From an optimization exercise on the open Yosys and OpenROAD flow, aimed at small area, a short achievable clock period and few clock cycles; shortcuts taken in it are not production practice.
The RTL was checked by simulation tests, not by an equivalence proof against the original design.
Power is estimated from default activity; no workload was simulated.

==> flow/design.v <==
module SORT_IP #(parameter IP_WIDTH = 8) (
    IN_character, IN_weight,
    OUT_character
);
input [IP_WIDTH*4-1:0]  IN_character;
input [IP_WIDTH*5-1:0]  IN_weight;
output [IP_WIDTH*4-1:0] OUT_character;
generate
    if(IP_WIDTH == 3) 
    begin
        wire [3:0] index[0:2];
        wire [4:0] weight[0:2];
        wire [4:0] w[0:5];
        wire [3:0] i[0:5];
        assign index[0] = IN_character[3:0];
        assign index[1] = IN_character[7:4];
        assign index[2] = IN_character[11:8];
        assign weight[0] = IN_weight[4:0];
        assign weight[1] = IN_weight[9:5];
        assign weight[2] = IN_weight[14:10];   
        compare c0(.index_1(index[0]) ,.index_2(index[2]),.weight_1(weight[0]),.weight_2(weight[2]),.index_b(i[0]),.index_s(i[1]),.weight_b(w[0]), .weight_s(w[1]));
        compare c1(.index_1(i[0]) ,.index_2(index[1]),.weight_1(w[0]),.weight_2(weight[1]),.index_b(i[2]),.index_s(i[3]),.weight_b(w[2]), .weight_s(w[3]));
        compare c2(.index_1(i[3]) ,.index_2(i[1]),.weight_1(w[3]),.weight_2(w[1]),.index_b(i[4]),.index_s(i[5]),.weight_b(w[4]), .weight_s(w[5]));
        assign OUT_character = {i[2],i[4],i[5]};
    end
    else if(IP_WIDTH == 4)
    begin
        wire [3:0] index[0:3];
        wire [4:0] weight[0:3];
        wire [3:0] i[0:9];
        wire [4:0] w[0:9];
        assign index[0] = IN_character[3:0];
        assign index[1] = IN_character[7:4];
        assign index[2] = IN_character[11:8];
        assign index[3] = IN_character[15:12];
        assign weight[0] = IN_weight[4:0];
        assign weight[1] = IN_weight[9:5];
        assign weight[2] = IN_weight[14:10];
        assign weight[3] = IN_weight[19:15];
        compare c0(.index_1(index[0]) ,.index_2(index[2]),.weight_1(weight[0]),.weight_2(weight[2]),.index_b(i[0]),.index_s(i[2]),.weight_b(w[0]), .weight_s(w[2]));
        compare c1(.index_1(index[1]) ,.index_2(index[3]),.weight_1(weight[1]),.weight_2(weight[3]),.index_b(i[1]),.index_s(i[3]),.weight_b(w[1]), .weight_s(w[3]));
        compare c2(.index_1(i[0]) ,.index_2(i[1]),.weight_1(w[0]),.weight_2(w[1]),.index_b(i[4]),.index_s(i[5]),.weight_b(w[4]), .weight_s(w[5]));
        compare c3(.index_1(i[2]) ,.index_2(i[3]),.weight_1(w[2]),.weight_2(w[3]),.index_b(i[6]),.index_s(i[7]),.weight_b(w[6]), .weight_s(w[7]));
        compare c4(.index_1(i[5]) ,.index_2(i[6]),.weight_1(w[5]),.weight_2(w[6]),.index_b(i[8]),.index_s(i[9]),.weight_b(w[8]), .weight_s(w[9]));
        assign OUT_character = {i[4],i[8],i[9],i[7]};
    end
    else if(IP_WIDTH == 5)
    begin
        wire [3:0] index[0:4];
        wire [4:0] weight[0:4];
        wire [3:0] i[0:17];
        wire [4:0] w[0:17];
        assign index[0] = IN_character[3:0];
        assign index[1] = IN_character[7:4];
        assign index[2] = IN_character[11:8];
        assign index[3] = IN_character[15:12];
        assign index[4] = IN_character[19:16];
        assign weight[0] = IN_weight[4:0];
        assign weight[1] = IN_weight[9:5];
        assign weight[2] = IN_weight[14:10];
        assign weight[3] = IN_weight[19:15];
        assign weight[4] = IN_weight[24:20];
        compare c0(.index_1(index[0]) ,.index_2(index[3]),.weight_1(weight[0]),.weight_2(weight[3]),.index_b(i[0]),.index_s(i[2]),.weight_b(w[0]), .weight_s(w[2]));
        compare c1(.index_1(index[1]) ,.index_2(index[4]),.weight_1(weight[1]),.weight_2(weight[4]),.index_b(i[1]),.index_s(i[3]),.weight_b(w[1]), .weight_s(w[3]));
        compare c2(.index_1(i[0]) ,.index_2(index[2]),.weight_1(w[0]),.weight_2(weight[2]),.index_b(i[4]),.index_s(i[6]),.weight_b(w[4]), .weight_s(w[6]));
        compare c3(.index_1(i[1]) ,.index_2(i[2]),.weight_1(w[1]),.weight_2(w[2]),.index_b(i[5]),.index_s(i[7]),.weight_b(w[5]), .weight_s(w[7]));
        compare c4(.index_1(i[4]) ,.index_2(i[5]),.weight_1(w[4]),.weight_2(w[5]),.index_b(i[8]),.index_s(i[9]),.weight_b(w[8]), .weight_s(w[9]));
        compare c5(.index_1(i[6]) ,.index_2(i[3]),.weight_1(w[6]),.weight_2(w[3]),.index_b(i[10]),.index_s(i[11]),.weight_b(w[10]), .weight_s(w[11])); 
        compare c6(.index_1(i[9]) ,.index_2(i[10]),.weight_1(w[9]),.weight_2(w[10]),.index_b(i[12]),.index_s(i[13]),.weight_b(w[12]), .weight_s(w[13]));
        compare c7(.index_1(i[7]) ,.index_2(i[11]),.weight_1(w[7]),.weight_2(w[11]),.index_b(i[14]),.index_s(i[15]),.weight_b(w[14]), .weight_s(w[15])); 
        compare c8(.index_1(i[13]) ,.index_2(i[14]),.weight_1(w[13]),.weight_2(w[14]),.index_b(i[16]),.index_s(i[17]),.weight_b(w[16]), .weight_s(w[17]));    
        assign OUT_character = {i[8],i[12],i[16],i[17],i[15]};       
    end
    else if(IP_WIDTH == 6)
    begin
        wire [3:0] index[0:5];
        wire [4:0] weight[0:5];
        wire [3:0] i[0:23];
        wire [4:0] w[0:23];
        assign index[0] = IN_character[3:0];
        assign index[1] = IN_character[7:4];
        assign index[2] = IN_character[11:8];
        assign index[3] = IN_character[15:12];
        assign index[4] = IN_character[19:16];
        assign index[5] = IN_character[23:20];
        assign weight[0] = IN_weight[4:0];
        assign weight[1] = IN_weight[9:5];
        assign weight[2] = IN_weight[14:10];
        assign weight[3] = IN_weight[19:15];
        assign weight[4] = IN_weight[24:20];
        assign weight[5] = IN_weight[29:25];
        compare c0(.index_1(index[0]) ,.index_2(index[5]),.weight_1(weight[0]),.weight_2(weight[5]),.index_b(i[0]),.index_s(i[5]),.weight_b(w[0]), .weight_s(w[5]));
        compare c1(.index_1(index[1]) ,.index_2(index[3]),.weight_1(weight[1]),.weight_2(weight[3]),.index_b(i[1]),.index_s(i[3]),.weight_b(w[1]), .weight_s(w[3]));
        compare c2(.index_1(index[2]) ,.index_2(index[4]),.weight_1(weight[2]),.weight_2(weight[4]),.index_b(i[2]),.index_s(i[4]),.weight_b(w[2]), .weight_s(w[4]));
        compare c3(.index_1(i[1]) ,.index_2(i[2]),.weight_1(w[1]),.weight_2(w[2]),.index_b(i[6]),.index_s(i[7]),.weight_b(w[6]), .weight_s(w[7]));
        compare c4(.index_1(i[3]) ,.index_2(i[4]),.weight_1(w[3]),.weight_2(w[4]),.index_b(i[8]),.index_s(i[9]),.weight_b(w[8]), .weight_s(w[9]));
        compare c5(.index_1(i[0]) ,.index_2(i[8]),.weight_1(w[0]),.weight_2(w[8]),.index_b(i[10]),.index_s(i[12]),.weight_b(w[10]), .weight_s(w[12]));
        compare c6(.index_1(i[7]) ,.index_2(i[5]),.weight_1(w[7]),.weight_2(w[5]),.index_b(i[11]),.index_s(i[13]),.weight_b(w[11]), .weight_s(w[13]));
        compare c7(.index_1(i[10]) ,.index_2(i[6]),.weight_1(w[10]),.weight_2(w[6]),.index_b(i[14]),.index_s(i[15]),.weight_b(w[14]), .weight_s(w[15]));
        compare c8(.index_1(i[11]) ,.index_2(i[12]),.weight_1(w[11]),.weight_2(w[12]),.index_b(i[16]),.index_s(i[17]),.weight_b(w[16]), .weight_s(w[17]));
        compare c9(.index_1(i[9]) ,.index_2(i[13]),.weight_1(w[9]),.weight_2(w[13]),.index_b(i[18]),.index_s(i[19]),.weight_b(w[18]), .weight_s(w[19]));
        compare c10(.index_1(i[15]) ,.index_2(i[16]),.weight_1(w[15]),.weight_2(w[16]),.index_b(i[20]),.index_s(i[21]),.weight_b(w[20]), .weight_s(w[21]));
        compare c11(.index_1(i[17]) ,.index_2(i[18]),.weight_1(w[17]),.weight_2(w[18]),.index_b(i[22]),.index_s(i[23]),.weight_b(w[22]), .weight_s(w[23]));
        assign OUT_character = {i[14],i[20],i[21],i[22],i[23],i[19]};
    end
    else if(IP_WIDTH == 7)
    begin
        wire [3:0] index[0:6];
        wire [4:0] weight[0:6];
        wire [3:0] i[0:31];
        wire [4:0] w[0:31];
        assign index[0] = IN_character[3:0];
        assign index[1] = IN_character[7:4];
        assign index[2] = IN_character[11:8];
        assign index[3] = IN_character[15:12];
        assign index[4] = IN_character[19:16];
        assign index[5] = IN_character[23:20];
        assign index[6] = IN_character[27:24];
        assign weight[0] = IN_weight[4:0];
        assign weight[1] = IN_weight[9:5];
        assign weight[2] = IN_weight[14:10];
        assign weight[3] = IN_weight[19:15];
        assign weight[4] = IN_weight[24:20];
        assign weight[5] = IN_weight[29:25];
        assign weight[6] = IN_weight[34:30];
        compare c0(.index_1(index[0]) ,.index_2(index[6]),.weight_1(weight[0]),.weight_2(weight[6]),.index_b(i[0]),.index_s(i[1]),.weight_b(w[0]), .weight_s(w[1]));
        compare c1(.index_1(index[2]) ,.index_2(index[3]),.weight_1(weight[2]),.weight_2(weight[3]),.index_b(i[2]),.index_s(i[3]),.weight_b(w[2]), .weight_s(w[3]));
        compare c2(.index_1(index[4]) ,.index_2(index[5]),.weight_1(weight[4]),.weight_2(weight[5]),.index_b(i[4]),.index_s(i[5]),.weight_b(w[4]), .weight_s(w[5]));
        compare c3(.index_1(index[1]) ,.index_2(i[4]),.weight_1(weight[1]),.weight_2(w[4]),.index_b(i[6]),.index_s(i[7]),.weight_b(w[6]), .weight_s(w[7]));
        compare c4(.index_1(i[0]) ,.index_2(i[2]),.weight_1(w[0]),.weight_2(w[2]),.index_b(i[8]),.index_s(i[9]),.weight_b(w[8]), .weight_s(w[9]));
        compare c5(.index_1(i[3]) ,.index_2(i[1]),.weight_1(w[3]),.weight_2(w[1]),.index_b(i[10]),.index_s(i[11]),.weight_b(w[10]), .weight_s(w[11]));
        compare c6(.index_1(i[8]) ,.index_2(i[6]),.weight_1(w[8]),.weight_2(w[6]),.index_b(i[12]),.index_s(i[13]),.weight_b(w[12]), .weight_s(w[13]));
        compare c7(.index_1(i[10]) ,.index_2(i[7]),.weight_1(w[10]),.weight_2(w[7]),.index_b(i[14]),.index_s(i[15]),.weight_b(w[14]), .weight_s(w[15]));
        compare c8(.index_1(i[9]) ,.index_2(i[5]),.weight_1(w[9]),.weight_2(w[5]),.index_b(i[16]),.index_s(i[17]),.weight_b(w[16]), .weight_s(w[17]));
        compare c9(.index_1(i[13]) ,.index_2(i[16]),.weight_1(w[13]),.weight_2(w[16]),.index_b(i[18]),.index_s(i[19]),.weight_b(w[18]), .weight_s(w[19]));
        compare c10(.index_1(i[15]) ,.index_2(i[11]),.weight_1(w[15]),.weight_2(w[11]),.index_b(i[20]),.index_s(i[21]),.weight_b(w[20]), .weight_s(w[21]));
        compare c11(.index_1(i[19]) ,.index_2(i[14]),.weight_1(w[19]),.weight_2(w[14]),.index_b(i[22]),.index_s(i[23]),.weight_b(w[22]), .weight_s(w[23]));
        compare c12(.index_1(i[20]) ,.index_2(i[17]),.weight_1(w[20]),.weight_2(w[17]),.index_b(i[24]),.index_s(i[25]),.weight_b(w[24]), .weight_s(w[25]));
        compare c13(.index_1(i[18]) ,.index_2(i[22]),.weight_1(w[18]),.weight_2(w[22]),.index_b(i[26]),.index_s(i[27]),.weight_b(w[26]), .weight_s(w[27]));
        compare c14(.index_1(i[23]) ,.index_2(i[24]),.weight_1(w[23]),.weight_2(w[24]),.index_b(i[28]),.index_s(i[29]),.weight_b(w[28]), .weight_s(w[29]));
        compare c15(.index_1(i[25]) ,.index_2(i[21]),.weight_1(w[25]),.weight_2(w[21]),.index_b(i[30]),.index_s(i[31]),.weight_b(w[30]), .weight_s(w[31]));
        assign OUT_character = {i[12],i[26],i[27],i[28],i[29],i[30],i[31]};
    end
    else if(IP_WIDTH == 8)
    begin
        wire [3:0] index[7:0];
        wire [4:0] weight[7:0];
        wire [3:0] i[0:37];
        wire [4:0] w[0:37];
        assign index[0] = IN_character[3:0];
        assign index[1] = IN_character[7:4];
        assign index[2] = IN_character[11:8];
        assign index[3] = IN_character[15:12];
        assign index[4] = IN_character[19:16];
        assign index[5] = IN_character[23:20];
        assign index[6] = IN_character[27:24];
        assign index[7] = IN_character[31:28];
        assign weight[0] = IN_weight[4:0];
        assign weight[1] = IN_weight[9:5];
        assign weight[2] = IN_weight[14:10];
        assign weight[3] = IN_weight[19:15];
        assign weight[4] = IN_weight[24:20];
        assign weight[5] = IN_weight[29:25];
        assign weight[6] = IN_weight[34:30];
        assign weight[7] = IN_weight[39:35];
        compare c0(.index_1(index[1]) ,.index_2(index[3]),.weight_1(weight[1]),.weight_2(weight[3]),.index_b(i[0]),.index_s(i[1]),.weight_b(w[0]), .weight_s(w[1]));
        compare c1(.index_1(index[4]) ,.index_2(index[6]),.weight_1(weight[4]),.weight_2(weight[6]),.index_b(i[2]),.index_s(i[3]),.weight_b(w[2]), .weight_s(w[3]));
        compare c2(.index_1(index[0]) ,.index_2(index[2]),.weight_1(weight[0]),.weight_2(weight[2]),.index_b(i[4]),.index_s(i[5]),.weight_b(w[4]), .weight_s(w[5]));
        compare c3(.index_1(index[5]) ,.index_2(index[7]),.weight_1(weight[5]),.weight_2(weight[7]),.index_b(i[6]),.index_s(i[7]),.weight_b(w[6]), .weight_s(w[7]));
        compare c4(.index_1(i[4]) ,.index_2(i[2]),.weight_1(w[4]),.weight_2(w[2]),.index_b(i[8]),.index_s(i[9]),.weight_b(w[8]), .weight_s(w[9]));
        compare c5(.index_1(i[0]) ,.index_2(i[6]),.weight_1(w[0]),.weight_2(w[6]),.index_b(i[10]),.index_s(i[11]),.weight_b(w[10]), .weight_s(w[11]));     
        compare c6(.index_1(i[5]) ,.index_2(i[3]),.weight_1(w[5]),.weight_2(w[3]),.index_b(i[12]),.index_s(i[13]),.weight_b(w[12]), .weight_s(w[13]));
        compare c7(.index_1(i[1]) ,.index_2(i[7]),.weight_1(w[1]),.weight_2(w[7]),.index_b(i[14]),.index_s(i[15]),.weight_b(w[14]), .weight_s(w[15]));
        compare c8(.index_1(i[8]) ,.index_2(i[10]),.weight_1(w[8]),.weight_2(w[10]),.index_b(i[16]),.index_s(i[17]),.weight_b(w[16]), .weight_s(w[17]));
        compare c9(.index_1(i[12]) ,.index_2(i[14]),.weight_1(w[12]),.weight_2(w[14]),.index_b(i[18]),.index_s(i[19]),.weight_b(w[18]), .weight_s(w[19]));
        compare c10(.index_1(i[9]) ,.index_2(i[11]),.weight_1(w[9]),.weight_2(w[11]),.index_b(i[20]),.index_s(i[21]),.weight_b(w[20]), .weight_s(w[21]));
        compare c11(.index_1(i[13]) ,.index_2(i[15]),.weight_1(w[13]),.weight_2(w[15]),.index_b(i[22]),.index_s(i[23]),.weight_b(w[22]), .weight_s(w[23]));
        compare c12(.index_1(i[18]) ,.index_2(i[20]),.weight_1(w[18]),.weight_2(w[20]),.index_b(i[24]),.index_s(i[25]),.weight_b(w[24]), .weight_s(w[25]));
        compare c13(.index_1(i[19]) ,.index_2(i[21]),.weight_1(w[19]),.weight_2(w[21]),.index_b(i[26]),.index_s(i[27]),.weight_b(w[26]), .weight_s(w[27]));
        compare c14(.index_1(i[17]) ,.index_2(i[25]),.weight_1(w[17]),.weight_2(w[25]),.index_b(i[28]),.index_s(i[29]),.weight_b(w[28]), .weight_s(w[29]));
        compare c15(.index_1(i[26]) ,.index_2(i[22]),.weight_1(w[26]),.weight_2(w[22]),.index_b(i[30]),.index_s(i[31]),.weight_b(w[30]), .weight_s(w[31]));
        compare c16(.index_1(i[28]) ,.index_2(i[24]),.weight_1(w[28]),.weight_2(w[24]),.index_b(i[32]),.index_s(i[33]),.weight_b(w[32]), .weight_s(w[33]));
        compare c17(.index_1(i[30]) ,.index_2(i[29]),.weight_1(w[30]),.weight_2(w[29]),.index_b(i[34]),.index_s(i[35]),.weight_b(w[34]), .weight_s(w[35]));
        compare c18(.index_1(i[27]) ,.index_2(i[31]),.weight_1(w[27]),.weight_2(w[31]),.index_b(i[36]),.index_s(i[37]),.weight_b(w[36]), .weight_s(w[37]));
        assign OUT_character = {i[16],i[32],i[33],i[34],i[35],i[36],i[37],i[23]};
    end
    else
    begin
        wire [3:0] index[0:2];
        wire [4:0] weight[0:2];
        wire [4:0] w[0:5];
        wire [3:0] i[0:5];
        assign index[0] = IN_character[3:0];
        assign index[1] = IN_character[7:4];
        assign index[2] = IN_character[11:8];
        assign weight[0] = IN_weight[4:0];
        assign weight[1] = IN_weight[9:5];
        assign weight[2] = IN_weight[14:10];   
        compare c0(.index_1(index[0]) ,.index_2(index[2]),.weight_1(weight[0]),.weight_2(weight[2]),.index_b(i[0]),.index_s(i[1]),.weight_b(w[0]), .weight_s(w[1]));
        compare c1(.index_1(i[0]) ,.index_2(index[1]),.weight_1(w[0]),.weight_2(weight[1]),.index_b(i[2]),.index_s(i[3]),.weight_b(w[2]), .weight_s(w[3]));
        compare c2(.index_1(i[3]) ,.index_2(i[1]),.weight_1(w[3]),.weight_2(w[1]),.index_b(i[4]),.index_s(i[5]),.weight_b(w[4]), .weight_s(w[5]));
        assign OUT_character = {i[2],i[4],i[5]};
    end
endgenerate
endmodule
module compare(
   index_1, 
   index_2,
   weight_1,
   weight_2,
   index_b,
   index_s,
   weight_b,
   weight_s
);
input [3:0] index_1;
input [3:0] index_2;
input [4:0] weight_1;
input [4:0] weight_2;
output reg [3:0] index_b;
output reg [3:0] index_s;
output reg [4:0] weight_b;
output reg [4:0] weight_s;
always @ (*)
begin
    if(weight_1 > weight_2 || (weight_1 == weight_2 && index_1 > index_2))
    begin
        index_b = index_1;
        index_s = index_2;
        weight_b = weight_1;
        weight_s = weight_2;
    end
    else
    begin
        index_b = index_2;
        index_s = index_1;
        weight_b = weight_2;
        weight_s = weight_1;
    end
end
endmodule
module HT_TOP(
    clk,
    rst_n,
    in_valid,
    in_weight,
    out_mode,
    out_valid,
    out_code
);
input clk, rst_n, in_valid, out_mode;
input [2:0] in_weight;
output reg out_valid, out_code;
reg        vr, merge, sending;
reg  [2:0] cnt;
reg  [2:0] cur;
reg        mode;
reg  [2:0] xr;
reg  [4:0] lw [0:6];
reg  [2:0] lw7;       
reg        fill7;     
reg  [2:0] ptr [0:4];
reg  [7:0] code [0:4];
integer j, t;
function lt5;
    input [4:0] a, nb;
    integer k;
    reg c;
    begin
        c = 1'b1;
        for (k = 0; k < 5; k = k + 1)
            c = (a[k] & nb[k]) | (a[k] & c) | (nb[k] & c);
        lt5 = ~c;
    end
endfunction
wire [4:0] sum = lw[0] + lw[1];
wire [4:0] val = merge ? sum : {2'b00, xr};
reg  [9:0] lt;
reg  [4:0] lwx [0:9];
always @(*) begin
    for (j = 0; j < 7; j = j + 1) lwx[j] = lw[j];
    lwx[7] = {fill7, fill7, lw7 | {3{fill7}}};
    lwx[8] = 5'd31;
    lwx[9] = 5'd31;
    lt[8] = 1'b0;
    lt[9] = 1'b0;
    for (j = 0; j < 8; j = j + 1)
        lt[j] = lt5(lwx[j], ~val) | (!merge & (cnt < 8 - j));
    if (merge) lt[1] = 1'b1;
end
reg [2:0] ins;
always @(*) begin
    ins = 3'd0;
    for (j = 0; j < 8; j = j + 1)
        if (merge) begin
            if (lt[j+1] & !lt[j+2]) ins = j;
        end else begin
            if (lt[j] & !lt[j+1]) ins = j;
        end
end
reg [2:0] leaf [0:4];
always @(*) begin
    leaf[0] = 3'd4;                    
    leaf[1] = mode ? 3'd2 : 3'd5;      
    leaf[2] = mode ? 3'd5 : 3'd6;      
    leaf[3] = mode ? 3'd0 : 3'd7;      
    leaf[4] = mode ? 3'd1 : 3'd3;      
end
wire first = merge & (cnt == 3'd5);    
wire root = merge & (cnt == 3'd6);
wire empty = (code[0] == 8'd1);
wire [7:0] src = empty ? code[1] : code[0];
wire fin = (src[7:1] == 7'd1) & ((cur + {2'b00, empty}) == 3'd4);
always @(posedge clk) begin
    if (in_valid & !vr) mode <= out_mode;
    if (root) cur <= 3'd0;
    else if (sending) cur <= cur + {2'b00, empty};
    xr <= in_weight;
    for (j = 0; j < 7; j = j + 1)
        if (merge | lt[j])
            lw[j] <= ({5{merge & lt[j+2]}} & lwx[j+2])
                   | ({5{merge ? (lt[j+1] & ~lt[j+2]) : (lt[j] & ~lt[j+1])}} & val)
                   | ({5{merge ^ lt[j+1]}} & lwx[j+1]);
    fill7 <= merge;
    if (!merge & lt[7]) lw7 <= xr;
    for (t = 0; t < 5; t = t + 1)
        if (merge ? (ptr[t][2:1] == 2'b00) : (leaf[t] == cnt))
            ptr[t] <= ins;
        else
            ptr[t] <= lt[ptr[t]] ? (ptr[t] - {merge, !merge}) : (ptr[t] - {2'b00, merge});
    for (t = 0; t < 5; t = t + 1)
        if (vr)
            code[t] <= {code[t][6:0], cnt == 3'd7};
        else if (merge & (ptr[t][2:1] == 2'b00) & !(root & ((t == 0) | ((t == 1) & empty))))
            code[t] <= {code[t][6:0], ~ptr[t][0]};
    if (sending | (root & !empty))
        code[0] <= {1'b0, src[7:1]};
    if (sending) begin
        if (empty) begin
            code[1] <= code[2];
            code[2] <= code[3];
            code[3] <= code[4];
        end
    end
end
always @(posedge clk or negedge rst_n) begin
    if (!rst_n) begin
        vr <= 1'b0;
        merge <= 1'b0;
        sending <= 1'b0;
        cnt <= 3'd0;
        out_valid <= 1'b0;
        out_code <= 1'b0;
    end else begin
        vr <= in_valid;
        if (vr) begin
            cnt <= cnt + 3'd1;
            if (cnt == 3'd7) merge <= 1'b1;
        end else if (merge) begin
            cnt <= cnt + 3'd1;
            if (first) begin
                out_valid <= 1'b1;
                out_code <= lt[2] ^ (ptr[0][2:1] == 2'b00);
            end
            if (root) begin
                merge <= 1'b0;
                sending <= 1'b1;
                out_code <= empty ? ~ptr[1][0] : code[0][0];
                cnt <= 3'd0;
            end
        end else if (sending) begin
            out_code <= src[0];
            if (fin) sending <= 1'b0;
        end else begin
            out_valid <= 1'b0;
            out_code <= 1'b0;
        end
    end
end
endmodule
==> flow/flow/run.sh <==
#!/bin/bash
# Layout with ORFS's own scripts. Two changes from the standard layout:
#  - synthesis is the standard one except that ABC maps the logic for area
#    (flip-flops are mapped before ABC, so registers are unchanged);
#  - repair_timing aims for a larger setup margin (MARGIN ns) than the
#    standard flow settings allow. Constraints are unchanged.
set -euo pipefail
MARGIN=${MARGIN:-12.66}
HERE=$(pwd)
printf 'strash\ndch\nmap -a\nstrash\ndch\nmap -a\n' > "$HERE/area.abc"
cat > "$HERE/area_synth.tcl" <<'TCL'
proc abc {args} {
  set i [lsearch -exact $args -script]
  if {$i >= 0} {
    set args [lreplace $args [expr {$i + 1}] [expr {$i + 1}] $::env(AREA_ABC_SCRIPT)]
  }
  yosys abc {*}$args
}
TCL
cat synth_recipe.tcl >> "$HERE/area_synth.tcl"
export AREA_ABC_SCRIPT="$HERE/area.abc"
bash standard.sh SYNTH_SCRIPT="$HERE/area_synth.tcl" SETUP_SLACK_MARGIN="$MARGIN" finish > standard_flow.log 2>&1
==> flow/standard.sh <==
#!/bin/bash
# synth_recipe.tcl (not shown) runs the flow's synth.tcl, then flattens the netlist and writes it again
# the make line also repeats each setting of config.mk as NAME=value (left out here)
make -C /OpenROAD-flow-scripts/flow DESIGN_CONFIG=/design/flow/config.mk WORK_HOME=/design/flow/orfs CLKGATE_MAP_FILE= SYNTH_SCRIPT=/design/flow/synth_recipe.tcl "${@:-finish}"
==> flow/config.mk <==
export PLATFORM = sky130hd
export DESIGN_NAME = HT_TOP
export DESIGN_NICKNAME = HT_TOP
export VERILOG_FILES = /design/flow/design.v
export SDC_FILE = /design/flow/constraint.sdc
export NUM_CORES = 4
export LEC_CHECK = 0
export CAP_MARGIN = 20
export CORE_MARGIN = 2
export CORE_UTILIZATION = 40
export CTS_BUF_LIST = sky130_fd_sc_hd__clkbuf_8
export SLEW_MARGIN = 20
==> flow/constraint.sdc <==
create_clock -name core_clock -period 17.0 [get_ports {clk}]
set_input_delay 3.4000 -clock core_clock [delete_from_list [all_inputs] [get_ports {clk}]]
set_output_delay 3.4000 -clock core_clock [all_outputs]
set_load 0.01 [all_outputs]
==> summary.md, run 1 <==
| Metric | Value |
|---|---|
| Status | `complete, no violations` |
| Total die area | `16120 um^2` |
| Critical path required time | `13600 ps` |
| Crit Path Max Fanout | `2` |
| Met1 Use GR | `27.79%` |
| GRT Max-Usage Layer | `met2` |
| Clk root buf | `clkbuf_8` |
| Final setup viols | `0` |
| Hold_buf cts | `0` |
| Initial DRC count | `452` |
| Setup TNS | `0 ps` |
| Critical Path Start Type | `register` |
| Synth unique cells | `33` |
| Slew @ Worst Pin | `814.0 ps` |
| CTS tree | `built` |
| Final nets | `814` |
| CP Class | `reg2out` |
| Count of buffers from port buffering | `8` |
| Tightest Hold Check Type | `reg2reg` |
| CP cell instances | `buf_2` |
| Grt met2 use | `31.37%` |
| Crit end category | `output port` |
| Clock slew at reported path FFs | `100 ps` |
| Max incr delay on CP | `390 ps` |
| Clk buf depth | `2` |
| Switch share | `46.69%` |
| Max Clock Freq | `231.9 MHz` |
| Pre-CTS setup slack | `11960 ps` |
| Area contributors post-synth | `edfxtp_1 (27%), dfxtp_1 (16%), o21ai_0 (9.6%)` |
| Relative slew slack | `45.53%` |
| CP delay by family, top | `flip-flops` |
| Die Y | `127.0 um` |
| Routability congestion estimate | `0.9081` |
| Routed Antenna Nets | `0` |
| Unrepaired setup endpoints after global routing | `true` |
| Layout area overhead | `14.63%` |
| Int Pwr | `0.7696 mW` |
| Vias per cell | `5.616` |
| Pre-Repair DR Iteration Count | `5` |
| Clock sinks | `109` |
| Synth area leader | `edfxtp_1` |
| Crit path max-delay cell type | `dfrtp_1` |
| FP Rows | `44` |
| N_diodes | `0` |
| Util after Layout | `47.34%` |
| Post-synthesis cell count | `716` |
| Most frequent cells in the layout | `o21ai_0 (97), clkinv_1 (97), nand2_1 (79)` |
| Largest net degree at the start of global routing | `32` |
| WP data arrival | `910 ps` |
| Net switching power | `0.6740 mW` |
| Core ar. | `14640 um^2` |
| Gate power share | `54.0%` |
| Synth warn | `6` |
| Layout cells sized above 1 | `11.35%` |
| Worst Skew | `9.811 ps` |
| Io pins | `9` |
| Via count | `5386` |
| Maximum vdd drop | `0.0001321 V` |
| First-pass GRT wire length | `25.41 mm` |
| Buffers plus inverters on the worst setup path | `1` |
| Routed Wire Length | `15.79 mm` |
| Initial antenna violation count | `0` |
| PwrDens | `208.2 nW/um^2` |
| Worst-Skew Late Latency | `380 ps` |
| # H-tree levels | `3` |
| Final setup margin | `12690 ps` |
| P_leak | `2.613 nW` |
| Avg Inst Size Synth | `8.447 um^2` |
| Fin crit share | `25.36%` |
| Sequential fraction of the synthesis area | `45.68%` |
| Grt ovf | `0` |
| Post-DP HPWL | `11.48 mm` |
| Die span in x | `127.0 um` |
| WHS | `459.7 ps` |
| Tmin final | `4312 ps` |
| DR DRC count | `0` |
| Number of synthesized register bits | `109` |
| Fin. Hold Viols | `0` |
| Synth top area share | `26.81%` |
| Met3 GRT Util | `3.416%` |
| Clock share of power | `10.1%` |
| Number of buffers created by CTS | `9` |
| Max-cap viol count | `0` |
| Fin. max-slew vios | `0` |
| Initial core utilization | `41.30%` |
| Part of the power in registers | `35.9%` |
| Tot GR Track Use | `19.75%` |
| DR WL/cell | `16.47 um` |
| Overall power consumption | `1.444 mW` |
| Vias in the first global route | `4960` |
| Cell area after synthesis | `6048 um^2` |
## state kept, by name (all words and copies together), names as in the netlist, 3 cells and up
signal  count
ptr        15
cnt         3
xr          3
lw7         3
lw         35
code       40
cur         3
## cells in the mapped netlist
library cell / count
a211oi_1: 7
a21boi_0: 1
a21oi_1: 70
a221oi_1: 2
a22oi_1: 17
a31oi_1: 3
clkinv_1: 104
conb_1: 1
dfrtp_1: 8
dfxtp_1: 47
edfxtp_1: 54
fa_1: 6
ha_1: 31
maj3_1: 3
nand2_1: 84
nand3_1: 17
nand3b_1: 1
nand4_1: 2
nor2_1: 72
nor3_1: 7
nor3b_1: 1
nor4_1: 1
o2111ai_1: 1
o211ai_1: 4
o21a_1: 1
o21ai_0: 116
o21bai_1: 1
o221ai_1: 18
o22ai_1: 22
o32ai_1: 1
or2_2: 5
xnor2_1: 2
xor2_1: 6
## power groups by stage
stage               registers [mW]  logic [mW]  clock network [mW]
floorplan                    0.488       0.504                   0
global placement             0.520       0.670                   0
detailed placement           0.521       0.681                   0
CTS                          0.516       0.712               0.150
global route                 0.530       0.881               0.160
finish                       0.518       0.780               0.146
## what timing repair did
action                                  4_1_cts  5_1_grt
cloned                                        1        0
setup buffers                                10       17
resized for setup                            32       44
pin swaps                                     4       19
endpoints found under the setup margin       29       24
## metrics by stage
step	cell area, um^2	cells
2_1_floorplan	6067	720
3_3_place_gp	6400	915
3_5_place_dp	6400	915
4_1_cts	6703	942
5_1_grt	6933	959
6_report	6933	959
## metal layers
| layer | up-vias | wire length (um) |
|---|---|---|
| met3 | 22 | 770 |
| met4 | 0 | 277 |
| met5 | - | 0 |
| li1 | 2672 | - |
| met2 | 152 | 7414 |
| met1 | 2540 | 7331 |
## logic make-up (layout without fill, tap and decap cells)
group           after synthesis  in the layout  share of synthesized area, %
compound gates              264            264                         25.01
xor+xnor                      8              8                         1.159
fa+ha+maj                    40             40                         8.895
buf+inv                     104            159                         6.454
flops                       109            109                         45.68
other cells                   1              5                       0.06200
simple gates                190            190                         12.74
## cell type report
type / count / area (um^2)
Timing Repair inverter: 1 / 8.758
Clock inverter: 6 / 30.03
Timing Repair Buffer: 38 / 304.0
Multi-Input combinational cell: 507 / 3032
Tap cell: 184 / 230.2
Fill cell: 1426 / 7711
Clock buffer: 10 / 137.6
Inverter: 104 / 424.2
Sequential cell: 109 / 2766
## worst paths after layout
check	start	endpoint	slack, ps	cells past startpoint
worst max-delay path	out_code	out_code	12690	1
worst min-delay path	code[4][2]	code[4][3]	460	0
worst max register to register	lw[0][0]	ptr[0][2]	12790	22
worst min register to register	code[4][2]	code[4][3]	460	0
max in group asynchronous	rst_n	merge	13390	1
min in group asynchronous	rst_n	out_code	3300	1
Testbench counts, summed over its fixed seeds: cycles 31,181.
==> run 2: changes to the inputs <==
--- a/flow/flow/run.sh
+++ b/flow/flow/run.sh
@@ -6,5 +6,5 @@
 #    standard flow settings allow. Constraints are unchanged.
 set -euo pipefail
-MARGIN=${MARGIN:-12.66}
+MARGIN=${MARGIN:-12.72}
 HERE=$(pwd)
 printf 'strash\ndch\nmap -a\nstrash\ndch\nmap -a\n' > "$HERE/area.abc"
==> run 2 against run 1 <==
Compared with the run above:
- still clean
- largest power group unchanged
- via count increased by 1.6%
- maximum frequency fell by 0.68%
- die area unchanged
- core utilization rose by 0.50 points
- largest cell class unchanged
- total power up 3.8%
- routed wire length up 2.6%
- critical path type unchanged
- global-route usage is 0.68 points higher
- cell count fell by 0.73%
- register-to-register slack got worse by 50 ps
- combinational power up 2%
- worst hold slack about the same
- synthesized area is the same
==> summary.md, run 2 <==
| Metric | Value |
|---|---|
| Status | `complete, no violations` |
| CP delay by family, top | `flip-flops` |
| Fin crit share | `25.54%` |
| Fin. Hold Viols | `0` |
| FFs w/ async S/R, synth | `7.339%` |
| Slew @ Worst Pin | `816.5 ps` |
| Largest net degree at the start of global routing | `32` |
| Via count | `5471` |
| Sequential fraction of the synthesis area | `45.68%` |
| Die span in x | `127.0 um` |
| Worst-Skew Late Latency | `400 ps` |
| Crit path max-delay cell type | `dfrtp_1` |
| Critical Path Start Type | `register` |
| Initial antenna violation count | `0` |
| Layout area overhead | `15.83%` |
| Synth top area share | `26.81%` |
| Vias in the first global route | `5192` |
| Die Y | `127.0 um` |
| Area contributors post-synth | `edfxtp_1 (27%), dfxtp_1 (16%), o21ai_0 (9.6%)` |
| PwrDens | `214.0 nW/um^2` |
| Fin. max-slew vios | `0` |
| Count of buffers from port buffering | `8` |
| Io pins | `9` |
| WP data arrival | `940 ps` |
| Synth warn | `6` |
| Final setup viols | `0` |
| Initial core utilization | `41.30%` |
| Tot GR Track Use | `20.43%` |
| Post-DP HPWL | `11.63 mm` |
| Total die area | `16120 um^2` |
| Tightest Hold Check Type | `reg2reg` |
| Crit Path Max Fanout | `2` |
| First-pass GRT wire length | `26.22 mm` |
| Most frequent cells in the layout | `o21ai_0 (94), clkinv_1 (94), nand2_1 (79)` |
| CP Class | `reg2out` |
| Critical path required time | `13600 ps` |
| Final nets | `807` |
| Routed Antenna Nets | `0` |
| Post-synthesis cell count | `716` |
| DR DRC count | `0` |
| Reg with most FFs | `code` |
| Fin cells | `952` |
| Layout cells sized above 1 | `11.72%` |
| Pre-Repair DR Iteration Count | `5` |
| Register area | `2766 um^2` |
| Worst Skew | `15.18 ps` |
| Largest registers | `code: 40 flops, lw: 35 flops, ptr: 15 flops` |
| Maximum vdd drop | `0.0001167 V` |
| Number of buffers created by CTS | `9` |
| Fillers | `1414` |
| Clock sinks | `109` |
| Hold_buf cts | `0` |
| Max-cap viol count | `0` |
| Most frequent cell after synthesis | `o21ai_0` |
| Number of synthesized register bits | `109` |
| Clk buf depth | `2` |
| EDFF count, synth | `54` |
| Synth Flop Type | `edfxtp_1` |
| Tmin final | `4342 ps` |
| Largest register FFs | `40` |
| Setup TNS | `0 ps` |
| Clk root buf | `clkbuf_8` |
| N_diodes | `0` |
| Synth unique cells | `33` |
| Core ar. | `14640 um^2` |
| Routed Wire Length | `16.20 mm` |
| FP Rows | `44` |
| Vias per cell | `5.747` |
| Buffers plus inverters on the worst setup path | `1` |
| Unrepaired setup endpoints after global routing | `true` |
| Grt ovf | `0` |
| # H-tree levels | `3` |
| Max incr delay on CP | `400 ps` |
| Relative slew slack | `45.37%` |
| CTS tree | `built` |
| Synth cell count leaders | `o21ai_0 (116), clkinv_1 (104), nand2_1 (84)` |
| Initial DRC count | `476` |
| CP cell instances | `buf_2` |
| Area of the multi-input gates | `3085 um^2` |
| Avg Inst Size Synth | `8.447 um^2` |
| Clock slew at reported path FFs | `110 ps` |
| Placed insts | `914` |
| Cell area after synthesis | `6048 um^2` |
| Synth area leader | `edfxtp_1` |
| Crit end category | `output port` |
| Max Clock Freq | `230.3 MHz` |
| P_leak | `2.615 nW` |
| Routability congestion estimate | `0.8964` |
| DR WL/cell | `17.01 um` |
run 2: path summary, 6_finish.rpt:
kind | from | end | slack, ps | cells past startpoint
worst max-delay path | out_valid | out_valid | 12660 | 1
worst min-delay path | code[3][6] | code[2][6] | 460 | 2
worst max register to register | lw[0][0] | ptr[2][2] | 12740 | 21
worst min register to register | code[3][6] | code[2][6] | 460 | 2
max in group asynchronous | rst_n | merge | 13420 | 1
min in group asynchronous | rst_n | out_code | 3270 | 1
run 2: cell families (layout without fill, tap and decap cells):
kind of cell / after synthesis / in the layout / synth area share (%)
compound gates: 264 / 264 / 25.01
xor+xnor: 8 / 8 / 1.159
fa+ha+maj: 40 / 40 / 8.895
buf+inv: 104 / 152 / 6.454
flops: 109 / 109 / 45.68
other cells: 1 / 5 / 0.06200
simple gates: 190 / 190 / 12.74
run 2: power breakdown:
group          switching [mW]  internal (mW)  total [mW]
logic                   0.501          0.297       0.798
registers               0.100          0.422       0.523
clock network          0.0945         0.0843       0.179
run 2: metal layers:
metal / track usage, % / wire length (um)
met5: 0 / 0
met4: 7.304 / 298
met3: 4.639 / 1016
met2: 33.68 / 7841
met1: 26.45 / 7041
run 2: cell type report:
class                           count  area share, %
Clock buffer                        9          1.768
Multi-Input combinational cell    507          44.04
Tap cell                          184          3.286
Timing Repair Buffer               31          3.858
Timing Repair inverter              1        0.08930
Inverter                          104          6.090
Clock inverter                      7          1.375
Sequential cell                   109          39.49
run 2: through the flow:
stage / area [um^2] / hold slack, ps / total power [mW] / util [%] / worst slack (ps)
global placement: 6392 / 432.3 / 1.191 / 43.65 / 11770
detailed placement: 6392 / 434.7 / 1.210 / 43.65 / 11610
finish: 7005 / 459.4 / 1.499 / 47.84 / 12660
floorplan: 6067 / 408.6 / 0.9916 / - / 12750
global route: 7005 / 471.6 / 1.628 / 47.84 / 12530
CTS: 6770 / 462.7 / 1.424 / 46.23 / 12630
run 2: worst reg2reg max path, cell delays in order, from the launching register on:
cell	delay (ps)
edfxtp_1	430
ha_2	220
fa_1	490
or2_4	270
o21ai_4	130
clkinv_4	130
maj3_2	330
a21oi_2	140
o22ai_2	90
nand2_1	70
o211ai_1	110
nor2_2	120
buf_6	150
o21ai_0	80
o21ai_1	130
o21ai_1	70
ha_1	280
ha_1	200
fa_1	380
xor2_1	160
nand2_1	70
o21ai_0	90
run 2: timing repair:
item / 4_1_cts / 5_1_grt
setup endpoints to repair: 72 / 21
buffers inserted: 11 / 10
gates cloned: 1 / 0
resized for setup: 33 / 56
pin swaps: 4 / 20
==> run 3: changes to the inputs <==
--- a/flow/flow/run.sh
+++ b/flow/flow/run.sh
@@ -6,5 +6,5 @@
 #    standard flow settings allow. Constraints are unchanged.
 set -euo pipefail
-MARGIN=${MARGIN:-12.72}
+MARGIN=${MARGIN:-12.6}
 HERE=$(pwd)
 printf 'strash\ndch\nmap -a\nstrash\ndch\nmap -a\n' > "$HERE/area.abc"
==> run 3 against run 2 <==
Compared with the run above:
- still clean
- clock skew fell by 5.7 ps
- non-clock buffer count rose by 2
- first-iteration DRC count fell by 13%
- worst hold slack barely moved
- maximum frequency rose by 0.64%
- largest power group unchanged
==> summary.md, run 3 <==
| Metric | Value |
|---|---|
| Initial antenna violation count | `0` |
| Fin. Hold Viols | `0` |
| Worst-Skew Late Latency | `380 ps` |
| Max-cap viol count | `0` |
| WP data arrival | `910 ps` |
| Count of buffers from port buffering | `8` |
| Core ar. | `14640 um^2` |
| Buffers plus inverters on the worst setup path | `1` |
| Reg with most FFs | `code` |
| Largest family of logic cells by synthesized area | `compound AO/OA/AOI/OAI gates` |
| EDFF count, synth | `54` |
| Worst Skew | `9.468 ps` |
| Pre-Repair DR Iteration Count | `5` |
| Synth area leader | `edfxtp_1` |
| Unrepaired setup endpoints after global routing | `false` |
| Critical Path Start Type | `register` |
| FP Rows | `44` |
| FFs w/ async S/R, synth | `7.339%` |
| Crit path max-delay cell type | `dfrtp_1` |
| P_leak | `2.594 nW` |
| Clk buf depth | `2` |
| Most common cell after layout, fill and taps aside | `o21ai_0` |
| Grt ovf | `0` |
| Placed insts | `915` |
| Clk root buf | `clkbuf_8` |
| Synth Flop Type | `edfxtp_1` |
| Area contributors post-synth | `edfxtp_1 (27%), dfxtp_1 (16%), o21ai_0 (9.6%)` |
| Critical path required time | `13600 ps` |
| Relative slew slack | `45.51%` |
| Hold_buf cts | `0` |
| Register area | `2766 um^2` |
| Largest registers | `code: 40 flops, lw: 35 flops, ptr: 15 flops` |
| Synth cell count leaders | `o21ai_0 (116), clkinv_1 (104), nand2_1 (84)` |
| Die span in x | `127.0 um` |
| Post-DP HPWL | `11.48 mm` |
| Crit end category | `output port` |
| PwrDens | `208.4 nW/um^2` |
| Xor/xnor share of the synthesized area | `1.158%` |
| CP Class | `reg2out` |
| Layout cells sized above 1 | `10.39%` |
| N_diodes | `0` |
| Tmin final | `4314 ps` |
| Layout area overhead | `14.23%` |
| Slew @ Worst Pin | `814.4 ps` |
| Routability congestion estimate | `0.9081` |
| Number of synthesized register bits | `109` |
| Cell area after synthesis | `6048 um^2` |
| Fin crit share | `25.38%` |
| Maximum vdd drop | `0.0001293 V` |
| Routed Antenna Nets | `0` |
| Adder-Cell Fraction of Synth Area | `8.895%` |
| Fin. max-slew vios | `0` |
| Synth Area in Simple Gates | `12.74%` |
| Total die area | `16120 um^2` |
| DR WL/cell | `16.48 um` |
| # H-tree levels | `3` |
| Routed Wire Length | `15.72 mm` |
| Final nets | `809` |
| DR DRC count | `0` |
| First-pass GRT wire length | `25.30 mm` |
| Final setup viols | `0` |
| CTS tree | `built` |
| Status | `complete, no violations` |
| Most frequent cell after synthesis | `o21ai_0` |
| Initial core utilization | `41.30%` |
| Number of buffers created by CTS | `9` |
| Crit Path Max Fanout | `2` |
| Setup TNS | `0 ps` |
| Most frequent cells in the layout | `o21ai_0 (100), clkinv_1 (97), nand2_1 (79)` |
| Synth warn | `6` |
| CP cell instances | `buf_2` |
| Max incr delay on CP | `390 ps` |
| Multiplexer share of the synthesized area | `0%` |
| Tightest Hold Check Type | `reg2reg` |
| Synth top area share | `26.81%` |
| Area of the multi-input gates | `3032 um^2` |
| Die Y | `127.0 um` |
| Via count | `5379` |
| Sequential fraction of the synthesis area | `45.68%` |
| Synth unique cells | `33` |
| Largest register FFs | `40` |
| Fillers | `1427` |
| Io pins | `9` |
| Post-synthesis cell count | `716` |
| Initial DRC count | `414` |
| Vias per cell | `5.638` |
| Clock sinks | `109` |
| Avg Inst Size Synth | `8.447 um^2` |
| Tot GR Track Use | `19.64%` |
| Vias in the first global route | `4953` |
| Fin cells | `954` |
| Max Clock Freq | `231.8 MHz` |
| Clock slew at reported path FFs | `100 ps` |
| CP delay by family, top | `flip-flops` |
| Largest net degree at the start of global routing | `32` |
| Area fraction in compound gates after synthesis | `25.01%` |
## run 3: cell families after synthesis
| kind of cell | after synthesis |
|---|---|
| and+or+nand+nor | 190 |
| other | 1 |
| xor gates and xnor gates | 8 |
| buffers and inverters | 104 |
| DFF | 109 |
| adders and majority gates | 40 |
| AOI/OAI and AO/OA | 264 |
## run 3: final cells by class
cell class                      count  share of cell area, %
Clock buffer                       10                  1.992
Clock inverter                      6                 0.4346
Inverter                          104                  6.121
Multi-Input combinational cell    507                  43.88
Sequential cell                   109                  40.04
Tap cell                          184                  3.332
Timing Repair Buffer               33                  4.075
Timing Repair inverter              1                 0.1268
## run 3: stage by stage
step | setup slack (ps) | instance area (um^2) | total power, mW | util, % | hold slack [ps]
finish | 12690 | 6909 | 1.440 | 47.18 | 459.6
global route | 12570 | 6909 | 1.568 | 47.18 | 471.1
CTS | 12610 | 6626 | 1.363 | 45.25 | 459.0
detailed placement | 11960 | 6400 | 1.202 | 43.70 | 433.0
global placement | 12160 | 6400 | 1.190 | 43.70 | 433.2
floorplan | 12670 | 6067 | 0.9916 | - | 402.9
## run 3: per-layer routing
layer | vias to the layer above | share of wire [%] | track usage [%]
met3 | 22 | 4.7 | 3.416
li1 | 2662 | - | -
met2 | 150 | 46 | 31.31
met1 | 2545 | 47 | 27.53
met4 | 0 | 1.8 | 5.753
met5 | - | 0 | 0
## run 3: final timing paths
path	from	end	slack, ps	cells past startpoint
min in group asynchronous	rst_n	out_code	3300	1
worst max-delay path	out_code	out_code	12690	1
worst max register to register	lw[1][0]	ptr[0][2]	12730	21
max in group asynchronous	rst_n	merge	13390	1
worst min register to register	code[4][2]	code[4][3]	460	0
worst min-delay path	code[4][2]	code[4][3]	460	0
## run 3: where the power goes
part           switching [mW]  internal (mW)  leakage (nW)  total, mW
logic                   0.487          0.289          1.45      0.776
clock network          0.0894         0.0560        0.0965      0.145
registers              0.0961          0.422          1.05      0.518
## run 3: repair_timing
action	CTS	global route
resized for setup	24	45
endpoints found under the setup margin	24	15
gates cloned	0	1
pin swaps	1	17
buffers inserted	3	19
==> run 4: changes to the inputs <==
--- a/flow/config.mk
+++ b/flow/config.mk
@@ -8,5 +8,5 @@
 export CAP_MARGIN = 20
 export CORE_MARGIN = 2
-export CORE_UTILIZATION = 40
+export CORE_UTILIZATION = 65
 export CTS_BUF_LIST = sky130_fd_sc_hd__clkbuf_8
 export SLEW_MARGIN = 20
==> run 4 against run 3 <==
Compared with the run above:
- clock power grew 8%
- maximum frequency is 0.27% higher
- critical path depth stayed put
- cell count is 8.2% lower
- largest power group unchanged
- still clean on timing, DRC and antenna
- clock skew is 5.2 ps higher
- critical endpoint is now out_valid
- worst hold slack worse by 6.9 ps
- highest routed layer unchanged
==> summary.md, run 4 <==
| Metric | Value |
|---|---|
| Status | `complete, no violations` |
| Vias in the first global route | `5188` |
| Maximum vdd drop | `0.0002037 V` |
| Die Y | `100.5 um` |
| Via count | `5572` |
| Reg with most FFs | `code` |
| Overall power consumption | `1.474 mW` |
| Worst Skew | `14.65 ps` |
| Clk root buf | `clkbuf_8` |
| Most frequent cell after synthesis | `o21ai_0` |
| Fin crit share | `25.31%` |
| FFs w/ async S/R, synth | `7.339%` |
| Post-synthesis cell count | `716` |
| Max incr delay on CP | `400 ps` |
| Avg Inst Size Synth | `8.447 um^2` |
| Synth area leader | `edfxtp_1` |
| Layout cells sized above 1 | `11.90%` |
| Fin. max-slew vios | `0` |
| Tightest Hold Check Type | `reg2reg` |
| Clock sinks | `109` |
| Final setup viols | `0` |
| EDFF count, synth | `54` |
| Crit Path Max Fanout | `2` |
| Critical Path Start Type | `register` |
| Slew @ Worst Pin | `775.3 ps` |
| Grt ovf | `0` |
| Buffers plus inverters on the worst setup path | `1` |
| P_leak | `2.572 nW` |
| Area contributors post-synth | `edfxtp_1 (27%), dfxtp_1 (16%), o21ai_0 (9.6%)` |
| Placed insts | `841` |
| Setup TNS | `0 ps` |
| Post-DP HPWL | `11.02 mm` |
| Fillers | `718` |
| Synth warn | `6` |
| CP delay by family, top | `flip-flops` |
| Max-cap viol count | `0` |
| Total die area | `10090 um^2` |
| Sequential fraction of the synthesis area | `45.68%` |
| FP Rows | `35` |
| Number of synthesized register bits | `109` |
| Synth cell count leaders | `o21ai_0 (116), clkinv_1 (104), nand2_1 (84)` |
| Most frequent cells in the layout | `clkinv_1 (96), o21ai_0 (85), nand2_1 (79)` |
| N_diodes | `0` |
| WP data arrival | `900 ps` |
| # H-tree levels | `3` |
| CP cell instances | `buf_2` |
| DR WL/cell | `17.49 um` |
| Pre-CTS setup slack | `11790 ps` |
| Number of buffers created by CTS | `9` |
| Synth top area share | `26.81%` |
| Fin cells | `876` |
| Clk buf depth | `2` |
| First-pass GRT wire length | `24.94 mm` |
| Routed Wire Length | `15.32 mm` |
| DR DRC count | `0` |
| Routed Antenna Nets | `0` |
| Critical path required time | `13600 ps` |
| Die span in x | `100.5 um` |
| Cell area after synthesis | `6048 um^2` |
| Hold_buf cts | `0` |
| CP Class | `reg2out` |
| Clock slew at reported path FFs | `110 ps` |
| Largest registers | `code: 40 flops, lw: 35 flops, ptr: 15 flops` |
| Crit path max-delay cell type | `dfrtp_1` |
| Largest net degree at the start of global routing | `32` |
| Synth unique cells | `33` |
| Initial antenna violation count | `0` |
| Vias per cell | `6.361` |
| Routability congestion estimate | `0.8510` |
| Synth Flop Type | `edfxtp_1` |
| Most common cell after layout, fill and taps aside | `clkinv_1` |
| Fin. Hold Viols | `0` |
| Tmin final | `4303 ps` |
| Count of buffers from port buffering | `8` |
| Max Clock Freq | `232.4 MHz` |
| Pre-Repair DR Iteration Count | `7` |
| Largest register FFs | `40` |
| Worst-Skew Late Latency | `380 ps` |
| Layout area overhead | `13.20%` |
| Relative slew slack | `48.12%` |
| Initial core utilization | `66.08%` |
| PwrDens | `215.3 nW/um^2` |
| Unrepaired setup endpoints after global routing | `true` |
| CTS tree | `built` |
| Final setup margin | `12700 ps` |
| Initial DRC count | `482` |
| Core ar. | `9153 um^2` |
| Crit end category | `output port` |
| Io pins | `9` |
| Tot GR Track Use | `31.19%` |
| Final nets | `804` |
## run 4: cell counts after synthesis
Identical to the previous run, type by type.
## run 4: repair_timing
item / in CTS / in global routing
gates resized for setup: 24 / 76
hold endpoints to repair: 0 / 0
buffers inserted: 6 / 13
pin swaps: 2 / 26
setup endpoints to repair: 36 / 20
## run 4: per-layer routing
layer | global-route usage (%) | part of all wire, %
met1 | 42.67 | 43
met2 | 51.16 | 48
met3 | 6.103 | 7.8
met4 | 8.430 | 1.5
met5 | 0 | 0
## run 4: power by group
part | total (mW) | switching, mW | leakage, nW | internal, mW
sequential | 0.514 | 0.0921 | 1.05 | 0.422
clock | 0.157 | 0.0959 | 0.102 | 0.0614
combinational | 0.803 | 0.506 | 1.42 | 0.297
## run 4: metrics by stage
stage                     utilization, %  hold slack [ps]  cell area, um^2
after global routing               74.81            463.6             6847
after global placement             68.84            433.1             6301
after detailed placement           68.84            432.5             6301
after floorplan                        -            402.9             6067
final                              74.81            452.7             6847
after CTS                          71.95            448.7             6585
## run 4: worst paths after layout
check                                start    endpoint  slack [ps]  cells past startpoint
worst min register to register  code[4][3]  code[4][4]         450                      0
worst min-delay path            code[4][3]  code[4][4]         450                      0
worst max register to register    lw[0][0]   ptr[0][2]       12760                     20
worst max-delay path             out_valid   out_valid       12700                      1
max in group asynchronous            rst_n       merge       13380                      1
min in group asynchronous            rst_n     sending        3310                      1
## run 4: kinds of logic (layout without fill, tap and decap cells)
family	Yosys count	in the layout	synth area share [%]
flip-flops	109	109	45.68
buffers and inverters	104	149	6.454
AO/OA/AOI/OAI	264	264	25.01
other	1	5	0.06200
adder cells (fa/ha/maj)	40	40	8.895
XOR/XNOR	8	8	1.159
AND/OR/NAND/NOR	190	190	12.74
## run 4: area by class of cell
type	instances	area, um^2	share of cell area (%)
clock buffer	10	137.6	2.010
timing repair buffer	29	246.5	3.600
sequential	109	2766	40.41
clock inverter	6	57.56	0.8406
tap	111	138.9	2.029
multi-input combinational	507	3087	45.08
inverter	104	412.9	6.031
==> run 5: changes to the inputs <==
--- a/flow/flow/run.sh
+++ b/flow/flow/run.sh
@@ -20,3 +20,3 @@
 cat synth_recipe.tcl >> "$HERE/area_synth.tcl"
 export AREA_ABC_SCRIPT="$HERE/area.abc"
-bash standard.sh SYNTH_SCRIPT="$HERE/area_synth.tcl" SETUP_SLACK_MARGIN="$MARGIN" finish > standard_flow.log 2>&1
+bash standard.sh SYNTH_SCRIPT="$HERE/area_synth.tcl" SETUP_SLACK_MARGIN="$MARGIN" BUFFER_PORTS_ARGS="-buffer_cell sky130_fd_sc_hd__buf_1" finish > standard_flow.log 2>&1
--- a/flow/config.mk
+++ b/flow/config.mk
@@ -8,5 +8,5 @@
 export CAP_MARGIN = 20
 export CORE_MARGIN = 2
-export CORE_UTILIZATION = 65
+export CORE_UTILIZATION = 40
 export CTS_BUF_LIST = sky130_fd_sc_hd__clkbuf_8
 export SLEW_MARGIN = 20
==> run 5 against run 4 <==
Compared with the run above:
- synthesized area is the same
- flip-flop and latch count is the same
- register-to-register slack lost 30 ps
- highest routed layer unchanged
- cell count grew 7.9%
- worst hold slack gained 4.7 ps
- largest power group unchanged
==> summary.md, run 5 <==
| Metric | Value |
|---|---|
| Buffers plus inverters on the worst setup path | `1` |
| Max-cap viol count | `0` |
| Die span in x | `127.0 um` |
| FP Rows | `44` |
| Sequential fraction of the synthesis area | `45.68%` |
| Synth top area share | `26.81%` |
| Post-DP HPWL | `11.61 mm` |
| FFs w/ async S/R, synth | `7.339%` |
| Max Clock Freq | `232.1 MHz` |
| Reg with most FFs | `code` |
| Worst Skew | `11.30 ps` |
| Number of buffers created by CTS | `9` |
| Fin. max-slew vios | `0` |
| Initial antenna violation count | `0` |
| Gate power share | `51.7%` |
| Part of the power in registers | `35.3%` |
| Synth warn | `6` |
| Most frequent cell after synthesis | `o21ai_0` |
| Unrepaired setup endpoints after global routing | `true` |
| Io pins | `9` |
| Placed cell areas | `6350 um^2` |
| Hold Path End | `code[4][2]` |
| Cell area after synthesis | `6048 um^2` |
| Synth unique cells | `33` |
| Area contributors post-synth | `edfxtp_1 (27%), dfxtp_1 (16%), o21ai_0 (9.6%)` |
| Int Pwr | `0.8015 mW` |
| Layout cells sized above 1 | `9.724%` |
| Worst r2r path cells | `23` |
| Worst-Skew Late Latency | `390 ps` |
| Status | `complete, no violations` |
| Reg-to-Reg End | `ptr[4][2]` |
| CP Class | `reg2out` |
| Initial core utilization | `41.30%` |
| Grt ovf | `0` |
| Clk root buf | `clkbuf_8` |
| Total die area | `16120 um^2` |
| Tightest Hold Check Type | `reg2reg` |
| N_diodes | `0` |
| Routed Wire Length | `15.72 mm` |
| Reg2Reg Launch Point | `lw[1][0]` |
| WP data arrival | `910 ps` |
| Tmin final | `4308 ps` |
| # H-tree levels | `3` |
| DR DRC count | `0` |
| Crit path max-delay cell type | `dfrtp_1` |
| Critical path required time | `13600 ps` |
| Pre-Repair DR Iteration Count | `5` |
| Util after Layout | `46.82%` |
| Tot GR Track Use | `19.86%` |
| HP Start | `code[4][1]` |
| Slew @ Worst Pin | `774.8 ps` |
| Critical Path Start Type | `register` |
| Fin. Hold Viols | `0` |
| Vias per cell | `5.697` |
| EDFF count, synth | `54` |
| DR WL/cell | `16.63 um` |
| Number of synthesized register bits | `109` |
| Count of buffers from port buffering | `8` |
| Synth Flop Type | `edfxtp_1` |
| First-pass GRT wire length | `25.41 mm` |
| Pre-CTS setup slack | `11970 ps` |
| Vias in the first global route | `5005` |
| CP delay by family, top | `flip-flops` |
| Initial DRC count | `521` |
| Routed Antenna Nets | `0` |
| Largest registers | `code: 40 flops, lw: 35 flops, ptr: 15 flops` |
| Largest net degree at the start of global routing | `32` |
| Most frequent cells in the layout | `clkinv_1 (96), o21ai_0 (95), nand2_1 (80)` |
| Relative slew slack | `48.15%` |
| Synth area leader | `edfxtp_1` |
| PwrDens | `215.0 nW/um^2` |
| Maximum vdd drop | `0.0001278 V` |
| Post-synthesis cell count | `716` |
| Most common cell after layout, fill and taps aside | `clkinv_1` |
| P_leak | `2.546 nW` |
| Clock sinks | `109` |
| Crit. path cell count | `1` |
| Crit Path Max Fanout | `2` |
| Via count | `5384` |
| Post-route design area | `6857 um^2` |
| Core ar. | `14640 um^2` |
| Net switching power | `0.6723 mW` |
| Clock slew at reported path FFs | `100 ps` |
| Synth cell count leaders | `o21ai_0 (116), clkinv_1 (104), nand2_1 (84)` |
| CTS tree | `built` |
| Flop2flop setup slack | `12730 ps` |
| Largest register FFs | `40` |
| Avg Inst Size Synth | `8.447 um^2` |
| Crit end category | `output port` |
| Routability congestion estimate | `0.9006` |
| Fin crit share | `25.34%` |
| WHS | `457.4 ps` |
| Hold Path Stages | `0` |
| CP cell instances | `buf_1` |
| Max incr delay on CP | `390 ps` |
| Clk buf depth | `2` |
| Final setup viols | `0` |
| Clock share of power | `13.1%` |
| Setup TNS | `0 ps` |
| Switch share | `45.62%` |
| Die Y | `127.0 um` |
| Final setup margin | `12690 ps` |
| Final nets | `800` |
| Layout area overhead | `13.36%` |
## run 5: cell counts after synthesis
No cell type changed its count.
## run 5: worst max-delay path by stage
stage / endpoint / from / slack (ps)
after global placement: ptr[2][2] / merge / 12140
final: out_valid / out_valid / 12690
after CTS: ptr[1][2] / lw[1][0] / 12610
after detailed placement: ptr[1][2] / merge / 11970
after floorplan: ptr[2][2] / lw[1][0] / 12670
after global routing: ptr[4][2] / lw[1][0] / 12560
## run 5: timing repair
| action | 4_1_cts | 5_1_grt |
|---|---|---|
| resized for setup | 17 | 51 |
| setup endpoints to repair | 26 | 15 |
| hold buffers | 0 | 0 |
| pin swaps | 1 | 22 |
| buffers inserted | 4 | 10 |
## run 5: layout make-up
class / instances / area (um^2)
Inverter: 104 / 417.9
Clock buffer: 10 / 137.6
Sequential cell: 109 / 2766
Tap cell: 184 / 230.2
Fill cell: 1407 / 7787
Multi-Input combinational cell: 507 / 3028
Timing Repair Buffer: 25 / 168.9
Clock inverter: 6 / 107.6
## run 5: power groups by stage
stage / sequential [mW] / combinational (mW) / clock (mW)
2_1_floorplan: 0.488 / 0.504 / 0
5_1_grt: 0.533 / 0.857 / 0.208
3_3_place_gp: 0.519 / 0.671 / 0
4_1_cts: 0.517 / 0.698 / 0.198
6_report: 0.520 / 0.762 / 0.192
3_5_place_dp: 0.522 / 0.680 / 0
## run 5: cell families after synthesis
| group | synth area share [%] |
|---|---|
| xor+xnor | 1.159 |
| fa+ha+maj | 8.895 |
| flops | 45.68 |
| buf+inv | 6.454 |
| compound gates | 25.01 |
| other cells | 0.06200 |
| simple gates | 12.74 |
## run 5: metal layers
metal	vias to the layer above	track usage [%]	share of wire, %
met5	-	0	0
met4	0	6.852	2.0
met3	22	4.344	4.5
met2	159	31.82	47
met1	2569	26.70	46
li1	2634	-	-
## run 5: metrics by stage
step,cells,power [mW]
final,945,1.474
after global routing,945,1.598
after CTS,935,1.412
after detailed placement,915,1.202
after global placement,915,1.190
after floorplan,720,0.9916
==> run 6: changes to the inputs <==
--- a/flow/design.v
+++ b/flow/design.v
@@ -309,6 +309,6 @@
 wire first = merge & (cnt == 3'd5);    
 wire root = merge & (cnt == 3'd6);
-wire empty = (code[0] == 8'd1);
-wire [7:0] src = empty ? code[1] : code[0];
+wire empty = (code[0][6:0] == 7'd1);
+wire [7:0] src = empty ? code[1] : {1'b0, code[0][6:0]};
 wire fin = (src[7:1] == 7'd1) & ((cur + {2'b00, empty}) == 3'd4);
 always @(posedge clk) begin
--- a/flow/flow/run.sh
+++ b/flow/flow/run.sh
@@ -20,3 +20,3 @@
 cat synth_recipe.tcl >> "$HERE/area_synth.tcl"
 export AREA_ABC_SCRIPT="$HERE/area.abc"
-bash standard.sh SYNTH_SCRIPT="$HERE/area_synth.tcl" SETUP_SLACK_MARGIN="$MARGIN" BUFFER_PORTS_ARGS="-buffer_cell sky130_fd_sc_hd__buf_1" finish > standard_flow.log 2>&1
+bash standard.sh SYNTH_SCRIPT="$HERE/area_synth.tcl" SETUP_SLACK_MARGIN="$MARGIN" finish > standard_flow.log 2>&1
==> run 6 against run 5 <==
Compared with the run above:
- still clean
- critical path depth unchanged
- sequential power is 2% lower
- register-to-register slack improved by 50 ps
- synthesized cell count down 1.4%
- clock-buffer cell count decreased by 1
- design area is 0.49% higher
- highest routed layer unchanged
==> summary.md, run 6 <==
| Metric | Value |
|---|---|
| Status | `complete, no violations` |
| Layout area overhead | `14.44%` |
| P_leak | `2.633 nW` |
| Io pins | `9` |
| Synth cell count leaders | `nand2_1 (113), o21ai_0 (113), clkinv_1 (101)` |
| Total die area | `16050 um^2` |
| Fin. Hold Viols | `0` |
| Tmin final | `4334 ps` |
| Most frequent cells in the layout | `nand2_1 (109), o21ai_0 (99), clkinv_1 (91)` |
| Area contributors post-synth | `edfxtp_1 (27%), dfxtp_1 (15%), o21ai_0 (9.4%)` |
| Gate power share | `52.9%` |
| Final setup viols | `0` |
| Reg with most FFs | `code` |
| Max Clock Freq | `230.8 MHz` |
| Clk root buf | `clkbuf_8` |
| HP Start | `code[4][7]` |
| FP Rows | `44` |
| Crit end category | `output port` |
| Clock sinks | `108` |
| Post-DP HPWL | `11.31 mm` |
| Largest net degree at the start of global routing | `28` |
| Avg Inst Size Synth | `8.528 um^2` |
| Unrepaired setup endpoints after global routing | `true` |
| Sequential fraction of the synthesis area | `45.55%` |
| # H-tree levels | `3` |
| EDFF count, synth | `54` |
| Relative slew slack | `36.07%` |
| Cell area after synthesis | `6021 um^2` |
| WP data arrival | `930 ps` |
| Synth warn | `6` |
| Fin. max-slew vios | `0` |
| Crit Path Max Fanout | `2` |
| Part of the power in registers | `35.2%` |
| Clock slew at reported path FFs | `110 ps` |
| Buffers plus inverters on the worst setup path | `1` |
| Vias in the first global route | `4916` |
| First-pass GRT wire length | `25.41 mm` |
| Synth unique cells | `29` |
| Tot GR Track Use | `19.88%` |
| Most common cell after layout, fill and taps aside | `nand2_1` |
| Number of synthesized register bits | `108` |
| Core ar. | `14640 um^2` |
| Grt ovf | `0` |
| Crit. Startpoint | `out_valid` |
| Setup TNS | `0 ps` |
| Crit path max-delay cell type | `dfrtp_1` |
| Layout cells sized above 1 | `10.01%` |
| FFs w/ async S/R, synth | `7.407%` |
| Initial core utilization | `41.11%` |
| Die Y | `126.7 um` |
| Critical path required time | `13600 ps` |
| CP delay by family, top | `flip-flops` |
| Post-synthesis cell count | `706` |
| Number of buffers created by CTS | `9` |
| Routability congestion estimate | `0.8713` |
| Worst Skew | `11.93 ps` |
| Synth Flop Type | `edfxtp_1` |
| Largest register FFs | `39` |
| Initial antenna violation count | `0` |
| Routed Antenna Nets | `0` |
| Flop2flop setup slack | `12780 ps` |
| Net switching power | `0.6655 mW` |
| Maximum vdd drop | `0.00006828 V` |
| Synth area leader | `edfxtp_1` |
| Max-cap viol count | `0` |
| Clock share of power | `11.9%` |
| Fin crit share | `25.49%` |
| Fillers | `1423` |
| Worst-Skew Late Latency | `400 ps` |
| CP cell instances | `buf_2` |
| Tightest Hold Check Type | `reg2reg` |
==> run 6: cell types whose count changed after synthesis, moves of 4 or more <==
cell / previous run / this run
a211oi_1: 7 / 0
o211ai_1: 4 / 8
nor2_1: 72 / 53
a21oi_1: 70 / 60
nand3_1: 17 / 8
mux2i_1: 0 / 10
nand2_1: 84 / 113
==> run 6: stage by stage <==
step	power [mW]	hold slack, ps	setup slack (ps)	instances	area, um^2
after floorplan	0.9881	408.6	12730	710	6047
after global placement	1.178	424.6	11730	903	6365
after detailed placement	1.190	433.8	11690	903	6365
after CTS	1.389	461.6	12620	925	6679
after global routing	1.578	473.3	12540	943	6890
final	1.446	459.9	12670	943	6890
==> run 6: cells by family after synthesis <==
group,share of synthesized area (%)
adder cells (fa/ha/maj),8.936
other,0.06228
buffers and inverters,6.297
multiplexers,1.663
XOR/XNOR,1.164
flip-flops,45.55
AO/OA/AOI/OAI,23.98
AND/OR/NAND/NOR,12.34
==> run 6: power by group through the flow <==
stage	clock [mW]	combinational [mW]	sequential, mW
finish	0.172	0.765	0.509
global route	0.187	0.868	0.522
CTS	0.176	0.704	0.509
detailed placement	0	0.673	0.517
global placement	0	0.664	0.514
floorplan	0	0.503	0.485
==> run 6: area by class of cell <==
| type | count | area (um^2) | area share [%] |
|---|---|---|---|
| Clock buffer | 9 | 123.9 | 1.798 |
| Tap cell | 184 | 230.2 | 3.341 |
| Clock inverter | 7 | 92.59 | 1.344 |
| Inverter | 101 | 415.4 | 6.029 |
| Timing Repair inverter | 1 | 6.256 | 0.09079 |
| Timing Repair Buffer | 31 | 260.3 | 3.777 |
| Multi-Input combinational cell | 502 | 3015 | 43.76 |
| Sequential cell | 108 | 2746 | 39.86 |
==> run 6: worst register-to-register path, delay by kind of cell (launching register included) <==
family	cells	cell delay, ps
XOR/XNOR	1	150
flip-flops	1	450
AO/OA/AOI/OAI	9	910
adder cells (fa/ha/maj)	6	1860
buffers and inverters	2	330
AND/OR/NAND/NOR	4	370
==> run 6: path summary, 6_finish.rpt <==
kind / endpoint / cells past startpoint
worst min register to register: code[3][7] / 2
worst max-delay path: out_valid / 1
worst max register to register: ptr[4][2] / 22
worst min-delay path: code[3][7] / 2
min in group asynchronous: merge / 1
max in group asynchronous: merge / 1
==> run 6: repair_timing <==
action	4_1_cts	5_1_grt
setup endpoints to repair	43	15
cloned	0	2
pin swaps	2	6
gates resized for setup	27	31
setup buffers	6	16
==> run 6: routing by layer <==
layer | vias to the layer above | global-route usage [%] | wire length [um]
li1 | 2619 | - | -
met1 | 2565 | 29.57 | 8000
met2 | 132 | 29.83 | 6812
met3 | 12 | 2.531 | 590
met4 | 0 | 7.111 | 208
met5 | - | 0 | 0
Testbench counts of run 6, summed over its fixed seeds: cycles 31,181.

Check on run 6: ideal ports give 12.666 ns setup slack; a clkbuf_16 on the clock port and buf_2 on the inputs give 12.627 ns; moving port delays by the midpoint clock arrival (0.437 ns) as well gives 12.612 ns.
